Background: an optimization exercise with open tools, aiming at small area, a short achievable clock period and few clock cycles. Do not read the settings as production practice.
In this exercise RTL edits were held to simulation tests only and were not proved equivalent to the original.

## run A
## subterranean_lwc
module subterranean_lwc
#(parameter ASYNC_RSTN = 0,
parameter G_PWIDTH = 32,
parameter G_SWIDTH = 32,
parameter G_SEGMENT_SIZE_BITS = 16,
parameter G_HASH_SIZE_WORDS = 8,
parameter G_TAG_SIZE_WORDS = 4
)
(
    input wire clk,
    input wire rst,
    input wire [(G_PWIDTH-1):0] pdi_data,
    input wire pdi_valid,
    output wire pdi_ready,
    input wire [(G_SWIDTH-1):0] sdi_data,
    input wire sdi_valid,
    output wire sdi_ready,
    output wire [(G_PWIDTH-1):0] do_data,
    output wire do_valid,
    input wire do_ready,
    output wire do_last
);
Size in the first run: about 3100 cells after synthesis, about 400 flip-flops, roughly 110 I/O pins, about 27000 sq um of cells after synthesis.
clock: 5.0 ns
lec_check: 0
abc_clock_period_in_ps: 2000
cap_margin: 20
core_margin: 2
core_utilization: 40
cts_cluster_diameter: 100
cts_cluster_size: 24
setup_slack_margin: 2.8
slew_margin: 20
tns_end_percent: 5
standard.sh (not shown) runs the stock make flow with config.mk's settings and CLKGATE_MAP_FILE= SYNTH_SCRIPT=/design/flow/synth_recipe.tcl, a recipe that flattens the netlist after the stock synthesis.
==> flow/flow/run.sh <==
#!/bin/bash
# The standard layout, except that the port buffers are plain buffers
# (buffer_ports otherwise picks a delay cell, clkdlybuf4s50_1, for them).
set -euo pipefail
export BUFFER_PORTS_ARGS="-buffer_cell sky130_fd_sc_hd__buf_2"
bash standard.sh finish > make_finish.log 2>&1
Run A reached the final stage; the timing, DRC and antenna checks on its layout passed.
Testbench counts of run A, summed over its fixed seeds: cycles 13,182.
Setup changes, run A to run B
--- a/flow/flow/run.sh
+++ b/flow/flow/run.sh
@@ -5 +5 @@
-export BUFFER_PORTS_ARGS="-buffer_cell sky130_fd_sc_hd__buf_2"
+export BUFFER_PORTS_ARGS="-buffer_cell sky130_fd_sc_hd__buf_4"
Findings:
Run B ends up with a sequential share of cell area that is 0.23 points lower than in run A.
Compare run A and run B | maximum net fanout on the critical path lower: run B
Final critical-path setup slack came out higher on run B than on run A.
Diff run B..run A | number of fill cells | negligible
Run B against run A: routed wire length grew by about 2.3%, clock-buffer cell count held steady, final period utilization shrank by 1.9 points, flip-flop and latch area held steady.
Input changes introduced in run C (baseline for comparison: run B):
--- a/flow/config.mk
+++ b/flow/config.mk
@@ -13,0 +14 @@
+export PLACE_DENSITY = 0.75
Results
- The run showing the greater global-route usage over all layers is run B.
- The cell area after layout of run C and that of run B are within noise of each other.
- Run B and run C ended up with roughly the same synthesis-to-finish area growth.
The following lists how run D was set up differently from run C:
--- a/flow/config.mk
+++ b/flow/config.mk
@@ -14,2 +14 @@
-export PLACE_DENSITY = 0.75
-export SETUP_SLACK_MARGIN = 2.8
+export SETUP_SLACK_MARGIN = 3.0
==> comparison <==
Compared with run C, run D shows routability congestion estimate that has gone down by a few percent.
For run C, the critical path capture point was st[2], unlike run D, where it was st[223].
Re worst slack after detailed placement: run D is 320 ps up on run C.
Relative to run C, number of optimization iterations in the first detailed-route pass increased by 2 in run D.
Modified inputs, run E compared to run D
--- a/flow/config.mk
+++ b/flow/config.mk
@@ -14 +14 @@
-export SETUP_SLACK_MARGIN = 3.0
+export SETUP_SLACK_MARGIN = 2.65
Results
On buffering overhead: between run D and run E, it ends up higher for run D. Changes observed in run E relative to run D: layout overhead on the synthesized area went down; final standard cell utilization of the core went down; stage delay of the slowest cell on the critical path went up; worst hold slack did not really move. Note that the total non-filler cell area in the finished layout recorded for run D amounts to 1.05 times the value seen in run E. Taking run E as 1.0, run D lands at 1.08 on aggregate routed wire length. Final worst setup slack (lower): run E.
Setup changes, run E to run F
--- a/flow/config.mk
+++ b/flow/config.mk
@@ -14 +14,2 @@
-export SETUP_SLACK_MARGIN = 2.65
+export PLACE_DENSITY = 0.88
+export SETUP_SLACK_MARGIN = 2.8
### Flow results
Source of the critical timing path = st[123]: run E; source of the critical timing path = m_hash: run F. | layout buffer count excluding clock buffers | run F vs run E | 20 higher |. Diff run E -> run F | area used by multi-input combinational logic | increase of about 1.1%.

[port drivers added, routing unchanged]
The results above use ideal ports. As a check the final layouts listed here were re-extracted and re-timed, cells and wires unchanged.
Step 1 sets driving cells, clkbuf_16 on the clock port and buf_2 on the other inputs (assumed; they add their load-dependent delay and slew).
Step 2 also shifts input and output timing later by t, the mid clock arrival at the registers, as if the neighbouring blocks saw the same clock.
Three values: ideal ports, drivers, drivers and shift; two values: the first two.
| run | t (ns) | setup WS [ns] | worst slew at a driven data input, ns |
|---|---|---|---|
| run A | 0.668 | 2.620 / 2.627 / 1.987 | 0.11 |
| run B | 0.661 | 2.714 / 2.690 / 2.079 | 0.09 |
| run C | 0.630 | 2.740 / 2.709 / 2.141 | 0.07 |
| run D | 0.668 | 2.745 / 2.745 / 2.133 | 0.11 |
| run E | 0.659 | 2.515 / 2.515 / 1.956 | 0.09 |
| run F | 0.637 | 2.613 / 2.613 / 2.065 | 0.10 |
After both steps setup and hold are still met in every run listed. The setup slack of run B, which loses most, moves by -0.024 ns with the drivers and by -0.635 ns with both steps.
